Source: an optimization exercise on an open RTL-to-GDS flow (aim: small area). Production flows keep margins and buffers that such runs may drop. The RTL was checked by simulation tests, not by an equivalence proof against the original design. No activity file was given, so power comes from the tool's default toggle rates.

[design/flow/design.v]
`timescale 1ns / 1ps
module AProject2(led,lednext,switch,switchnext,btn, clk, rst, a, b, c, d, e, f, g, an);
input [3:0] btn;
input [4:0] switch;
input [2:0] switchnext;
input clk;
input rst;
output a, b, c, d, e, f, g;
output [3:0] an;
output [4:0] led;
output [2:0] lednext;
reg [3:0] an;
reg [4:0] led;
reg [2:0] lednext;
reg [10:0] cnt;
wire tick = (cnt == 11'd901);
always @(posedge clk)
	if (rst || cnt == 11'd1801) cnt <= 11'd0;
	else cnt <= cnt + 11'd1;
reg [4:0] b0, b1, b2, b3;           
reg [19:0] p1, p2;                  
reg [4:0] dx;                       
reg gT;                             
reg [3:0] gTh, gH, gTe, gO;
reg [4:0] gc1, gc2, gc3;
reg frz, eqt, tc, cpl1, cpl2, cpv, snc;
reg [12:0] lc;
localparam [19:0] T1 = {5'b00100, 5'b00001, 5'b10001, 5'b00000};    
localparam [19:0] T2 = {5'b00100, 5'b00001, 5'b10010, 5'b00000};    
localparam [19:0] TLO = {5'b10010, 5'b00001, 5'b00011, 5'b00000};   
localparam [19:0] THI = {5'b10010, 5'b00010, 5'b00101, 5'b00000};   
wire R = ~switch[4];
wire F = frz & ~R;
wire S2L = switchnext[2] & ~snc;
wire P1T = ~switchnext[1] & ~(cpl1 & ~R);
wire C2 = switchnext[1] & ~(cpl2 & ~R);
wire cpvR = cpv & ~R;
wire cap2 = switchnext[1] & switchnext[0] & ~cpvR;
wire cmp = switchnext[1] & ~switchnext[0] & cpvR;
wire [3:0] an_n = R ? 4'b0111 :
	(an == 4'b1110) ? 4'b1101 : (an == 4'b1101) ? 4'b1011 :
	(an == 4'b1011) ? 4'b0111 : (an == 4'b0111) ? 4'b1110 : 4'b0111;
wire [3:0] ksel = ~an_n;               
wire [3:0] kb = {ksel[0], ksel[1], ksel[2], ksel[3]};    
wire hit = (btn == kb);
wire load = hit & ~F;
wire [19:0] bold = {b3, b2, b1, b0};
wire [19:0] bs4 = P1T ? T1 : S2L ? (R ? 20'd0 : p2) : R ? T1 : bold;
wire [19:0] lmask = {{5{kb[3]}}, {5{kb[2]}}, {5{kb[1]}}, {5{kb[0]}}};
wire [19:0] bs6 = load ? ((bs4 & ~lmask) | ({4{switch}} & lmask)) : bs4;
wire [4:0] sel4 = ({5{kb[0]}} & bs4[4:0]) | ({5{kb[1]}} & bs4[9:5]) |
                  ({5{kb[2]}} & bs4[14:10]) | ({5{kb[3]}} & bs4[19:15]);
wire [4:0] dig = load ? switch : (hit & F) ? (dx ^ 5'b11000) : sel4;
wire [19:0] p1n = C2 ? bs6 : R ? 20'd0 : p1;
wire [19:0] bs7 = C2 ? T2 : bs6;
wire [19:0] p2n = cap2 ? bs7 : R ? 20'd0 : p2;
wire lt = p2 < p1n;
wire eq = p2 == p1n;
wire eqtR = eqt & ~R;
wire tcR = tc & ~R;
wire [16:0] g0 = R ? 17'd0 : {gT, gTh, gH, gTe, gO};
wire doinc = cmp & (~eq | ~eqtR);
wire [16:0] g1 = doinc ? inc(g0) : g0;
wire [4:0] gc1x = R ? 5'd0 : gc1;
wire [4:0] c2 = R ? 5'd0 : gc2;
wire [4:0] c3 = R ? 5'd0 : gc3;
wire t0 = ~g1[16];
wire nz3 = g1[15:12] != 0, nz2 = g1[11:8] != 0, nz1 = g1[7:4] != 0;
wire s3 = t0 & nz3;
wire [3:0] th_a = s3 ? g1[15:12] - 4'd1 : g1[15:12];
wire z3 = th_a == 0;
wire s2 = t0 & z3 & nz2;
wire [3:0] h_a = s2 ? g1[11:8] - 4'd1 : g1[11:8];
wire z2 = h_a == 0;
wire s1 = t0 & z3 & z2 & nz1;
wire [3:0] te_a = s1 ? g1[7:4] - 4'd1 : g1[7:4];
wire fin = t0 & z3 & z2 & (te_a == 0);
wire [4:0] gc1_a = gc1x + s1, gc2_a = c2 + s2, gc3_a = c3 + s3;
wire add16 = fin & ~tcR;
wire [3:0] o = g1[3:0];
wire [16:0] gconv = add16 ? {1'b0, 4'd0, 4'd0, (o < 4'd4) ? 4'd1 : 4'd2, (o < 4'd4) ? o + 4'd6 : o - 4'd4}
                          : {g1[16], th_a, h_a, te_a, o};
wire [4:0] gc1_f = gc1_a ^ {add16, 4'd0};
wire [4:0] gc2_f = gc2_a ^ {add16, 4'd0};
wire [4:0] gc3_f = gc3_a ^ {add16, 4'd0};
wire win = cmp & eq;
wire fwin = win & fin;
wire [19:0] bfin = {gc3_f, gc2_f, gc1_f, ~tcR, o};
wire [19:0] bn = (cmp & ~eq) ? (lt ? TLO : THI) : fwin ? bfin : bs7;
wire lcend = lc > 13'd5000;
wire blink = ~R & frz;
always @(posedge clk)
if (rst) begin
	an <= 0; led <= 0; lednext <= 0; dx <= 0; lc <= 0;
	{b3, b2, b1, b0} <= 0; p1 <= 0; p2 <= 0;
	{gT, gTh, gH, gTe, gO} <= 0; gc1 <= 0; gc2 <= 0; gc3 <= 0;
	frz <= 0; eqt <= 0; tc <= 0; cpl1 <= 0; cpl2 <= 0; cpv <= 0; snc <= 0;
end
else if (tick) begin
	an <= an_n;
	dx <= dig ^ 5'b11000;
	{b3, b2, b1, b0} <= bn;
	p1 <= p1n;
	p2 <= p2n;
	snc <= switchnext[2];
	cpl1 <= ~switchnext[1];
	cpl2 <= switchnext[1];
	cpv <= cap2 | (cpvR & ~(cmp & (~eq | fin)));
	if (win) begin
		{gT, gTh, gH, gTe, gO} <= gconv;
		gc1 <= gc1_f; gc2 <= gc2_f; gc3 <= gc3_f;
	end else begin
		{gT, gTh, gH, gTe, gO} <= g1;
		gc1 <= gc1x; gc2 <= c2; gc3 <= c3;
	end
	eqt <= eqtR | win;
	tc <= tcR | fwin;
	frz <= F | fwin;
	if (blink) lc <= lcend ? 13'd1 : lc + 13'd1;
	if (fwin) begin
		led <= 0; lednext <= 0;
	end else if (!frz) begin
		led <= switch; lednext <= switchnext;
	end else if (blink & lcend) begin
		led <= ~led; lednext <= ~lednext;
	end
end
function [16:0] inc;
	input [16:0] v;
	reg [3:0] o, te, h, th; reg t;
	begin
		{t, th, h, te, o} = v;
		if (o != 4'd9) o = o + 4'd1;
		else begin
			o = 0;
			if (te != 4'd9) te = te + 4'd1;
			else begin
				te = 0;
				if (h != 4'd9) h = h + 4'd1;
				else begin
					h = 0;
					if (th != 4'd9) th = th + 4'd1;
					else begin th = 0; t = 1; end
				end
			end
		end
		inc = {t, th, h, te, o};
	end
endfunction
wire [4:0] dv = dx ^ 5'b11000;
reg [6:0] seg;
assign {a, b, c, d, e, f, g} = seg;
always @* begin
	case (dv)
		5'b11111: seg = 7'b0111000;
		5'b11110: seg = 7'b0110000;
		5'b11101: seg = 7'b1000010;
		5'b11100: seg = 7'b0110001;
		5'b11011: seg = 7'b1100000;
		5'b11010: seg = 7'b0001000;
		5'b11001: seg = 7'b0001100;
		5'b11000: seg = 7'b0000000;
		5'b10111: seg = 7'b0001111;
		5'b10110: seg = 7'b0100000;
		5'b10101: seg = 7'b0100100;
		5'b10100: seg = 7'b1001100;
		5'b10011: seg = 7'b0000110;
		5'b10010: seg = 7'b0010010;
		5'b10001: seg = 7'b1001111;
		5'b10000: seg = 7'b0000001;
		5'b00001: seg = 7'b1110001;
		5'b00010: seg = 7'b1001000;
		5'b00011: seg = 7'b1100010;
		5'b00100: seg = 7'b0011000;
		5'b00101: seg = 7'b1111011;
		5'b00110: seg = 7'b1000001;
		5'b00111: seg = 7'b0100101;
		5'b01000: seg = 7'b1000100;
		default:  seg = 7'b1111111;
	endcase
end
endmodule
[design/flow/run.sh]
#!/bin/bash
# synth_recipe.tcl (not shown) runs the flow's synth.tcl, then flattens the netlist and writes it again
# the make line also repeats each setting of config.mk as NAME=value (left out here)
make -C /OpenROAD-flow-scripts/flow DESIGN_CONFIG=/design/flow/config.mk WORK_HOME=/design/flow/orfs CLKGATE_MAP_FILE= SYNTH_SCRIPT=/design/flow/synth_recipe.tcl finish
[design/flow/config.mk]
export PLATFORM = sky130hd
export DESIGN_NAME = AProject2
export DESIGN_NICKNAME = AProject2
export VERILOG_FILES = /design/flow/design.v
export SDC_FILE = /design/flow/constraint.sdc
export NUM_CORES = 4
export LEC_CHECK = 0
export ABC_AREA = 1
export CAP_MARGIN = 20
export CORE_MARGIN = 2
export CORE_UTILIZATION = 40
export SLEW_MARGIN = 20
[design/flow/constraint.sdc]
create_clock -name core_clock -period 25.0 [get_ports {clk}]
set_input_delay 5.0000 -clock core_clock [delete_from_list [all_inputs] [get_ports {clk}]]
set_output_delay 5.0000 -clock core_clock [all_outputs]
set_load 0.01 [all_outputs]
==> notes.md <==
## per-layer routing
layer / track usage / vias up / share of wire
met5: 0 / - / 0
met1: 0.324 / 4551 / 0.46
met2: 0.397 / 291 / 0.45
met3: 0.0474 / 52 / 0.061
li1: - / 4920 / -
met4: 0.0732 / 0 / 0.022
## cell usage after synthesis, types with 6 or more instances
cell      count
a31oi_1       6
nand2_1     319
a21oi_1     156
mux2i_1       7
clkbuf_1     57
nand4_1      23
a22oi_1       7
a211oi_1     21
o21ai_0      96
nor3_1       18
xor2_1       15
ha_1         38
inv_1       190
nand3_1      43
dfxtp_1     140
nor2_1      161
o211ai_1     33
nor4_1        6
o22ai_1      20
nand2_2      11
nor2_2        8
a221oi_1     20
o21ai_1       8
xnor2_1       6
## sequential cells by signal (all words and copies together), names as in the netlist, 5 cells and up, named ones only
name,count
b0,5
b1,5
b2,5
b3,5
cnt,11
gc1,5
gc2,5
gc3,5
lc,13
led,5
p1,20
p2,20
## worst max-delay path by stage
stage	slack [ns]	cells past startpoint	endpoint	startpoint
2_1_floorplan	14.03	44	gc1[4]	switch[4]
3_3_place_gp	11.98	44	led[4]	switch[4]
3_5_place_dp	11.69	44	lednext[1]	switch[4]
4_1_cts	12.08	44	lednext[1]	switch[4]
5_1_grt	10.95	44	led[2]	switch[4]
6_report	11.92	44	led[0]	switch[4]
## cell families after synthesis
| kind of cell | after synthesis | synth area share |
|---|---|---|
| buf+inv | 265 | 0.109 |
| compound gates | 388 | 0.241 |
| flops | 140 | 0.296 |
| simple gates | 608 | 0.276 |
| fa+ha+maj | 38 | 0.0503 |
| xor+xnor | 21 | 0.0195 |
| mux | 7 | 0.00741 |
## report_power, final
part	switching [mW]	leakage (nW)	internal [mW]
logic	0.0231	2.94	0.00860
clock network	0.112	0.296	0.169
registers	0.000455	1.13	0.223
## through the flow
step           utilization  cell area (um2)
2_1_floorplan            -             9450
3_3_place_gp         0.428             9990
3_5_place_dp         0.428             9990
4_1_cts              0.455            10600
5_1_grt              0.455            10600
6_report             0.455            10600
## worst min-delay path, delay by kind of cell, from the launching register on
kind,cells,cell delay (ns)
compound gates,1,0.05
flops,1,0.31
buf+inv,1,0.05
## cell type report
type                    instances  area (um2)
fillers                      2468       12700
multi-input cells            1062        5630
flip-flops and latches        140        2800
inverters                     197         739
clock buffers                  17         425
repair buffers                 47         423
well taps                     319         399
clock inverters                14         208
==> results.yml <==
setup_path:
  worstSetupStartpointType: "primary input"
  worst_setup_path_end_kind: "flop"
  worst-r2r-cell-count: 44
  rrSetupSlack_ns: 16.82
  critical-path-max-stage-delay_ns: 0.78
  cp_top_family: "simple AND/OR/NAND/NOR gates"
  slowest_stage_cell_on_the_critical_path: "nor4_2"
  r2r-start: "an[3]"
  worst-path-max-fanout: 53
  worst_ep_required_time_ns: 25.33
  worst_path_most_repeated_cell: "nand2_1"
  capture_point_of_the_worst_reg_to_reg_path: "led[0]"
  worstPathArrival_ns: 13.40
  cp.buffers_inverters: 8
  worst-setup-path-type: "primary input to flop"
clock_network:
  clock_sink_count: 140
  post_cts.resized_instances: 0
  cts_buffers: 17
  clock_latency_on_the_worst_skew_pair_ns: 0.44
  worst_setup_hold_path_clk_slew_ns: 0.07
  cts_tree: "built"
  clock-root-buffer: "clkbuf_16"
  cts_hold_buffers: 0
  clock_path_buffers: 2
  cts_h_tree_depth: 4
  post-cts-setup-buffer-count: 0
routing:
  dr_total_vias: 9814
  drt_iter0_drc: 970
  routed_wl_mm: 29.3
  drtAntennaViolNets: 0
  detail_route.first_pass.iterations: 6
  remaining_drc_errors: 0
  wl_per_instance_um: 16.3
  via_per_inst: 5.46
logic_synthesis:
  synth_enable_flop_cells: 0
  synth.net_count: 1519
  synthFlopType: "dfxtp_1"
  syn_area_mm2: 0.00945
  post-synth-top-area-fraction: 0.296
  ys_types: 52
  synth_warnings: 1
  synthDominantAreaCellType: "dfxtp_1"
  ys_seq_elements: 140
  syn-instance-count: 1467
  cell_types_occupying_the_most_area_after_synthesis: "dfxtp_1, nand2_1, a21oi_1, inv_1, nor2_1"
  postSynth.asyncResetShare: 0
  post_synth.cell_area_avg_um2: 6.44
  seq_area_frac_synth: 0.296
layout:
  antennaDiodeCount: 0
  post_route_cells_drive_above_1_share: 0.0623
  most-common-layout-cells: "nand2_1, inv_1, nor2_1"
  final_common_cell: "nand2_1"
  num-nets-final: 1517
  instances_no_fill: 1796
  area_growth_syn_to_layout_pct: 12.4
power_and_ir_drop:
  worst_supply_voltage_drop_on_vdd_mv: 0.0403
  p_per_area_mw_per_mm2: 50.5
  power_leakage_nw: 4.36
  p_total_mw: 0.536
sta:
  sum_of_negative_setup_slack_ns: 0
  grt_setup_unrepaired: "false"
  final.setup.worst_slack_ns: 11.92
  max_slew.worst_pin.slew_ns: 1.05
  final_hold_viol_count: 0
  fmax_ghz: 0.0765
  clock_skew_ns: 0.0136
  setup-violations-final: 0
  worst_hold_slack_ns: 0.451
  maxSlewViolCount: 0
  finalWorstPathRequiredPeriod_ns: 13.08
  timing.slew.headroom: 0.295
  fraction_of_the_cycle_the_final_worst_path_needs: 0.523
place:
  port_buffers: 32
  placed_instances: 1765
  dp.final_hpwl_mm: 20.3
  post-place-ws_ns: 11.69
  gp_routability_congestion: 0.955
floorplanning:
  fp.dieArea_mm2: 0.0249
  initial_core_util: 0.405
  fp.dieW_um: 158
  io_pins: 33
  placement_rows: 56
  design.core.area_mm2: 0.0233
  die_height_um: 158
run:
  maxCapViolCount: 0
global_routing:
  grt_pass1_vias: 9277
  pin_count_of_the_biggest_net_entering_global_routing: 77
  antenna_found_initial: 0
  grt_util_all_layers: 0.243
  grt_first_pass_wirelength_mm: 48.0
  global_route.overflow_total: 0
worst_hold_path:
  timing.hold.worst.start: "lc[12]"
  hp-class: "flop to flop"
  timing.hold.worst_endpoint: "lc[12]"
  timing.hold.worst_path_depth: 2
run_status:
  status: "finished clean"

-- port drivers added, routing unchanged --
In the flow no input, the clock included, has a driving cell. The finished layout below was timed again as built, in two steps.
Step 1: set_driving_cell puts a clkbuf_16 on clk and a buf_2 on each other input, an assumption about the parent block.
Step 2, shift: input delay + t, output delay - t, t = (earliest + latest rising clock arrival at the registers) / 2. This alone moves slack from input paths to output paths.
Three values: ideal ports, drivers, drivers and shift; two values: the first two.
t (ns): 0.477
setup WS [ns]: 11.924 / 11.952 / 11.475
slew at the worst register clock pin (ns): 0.07 / 0.07
cell pins on the clock port's net: 1
After both steps setup and hold are still met in this run. The setup slack of this run moves by +0.028 ns with the drivers and by -0.449 ns with both steps.
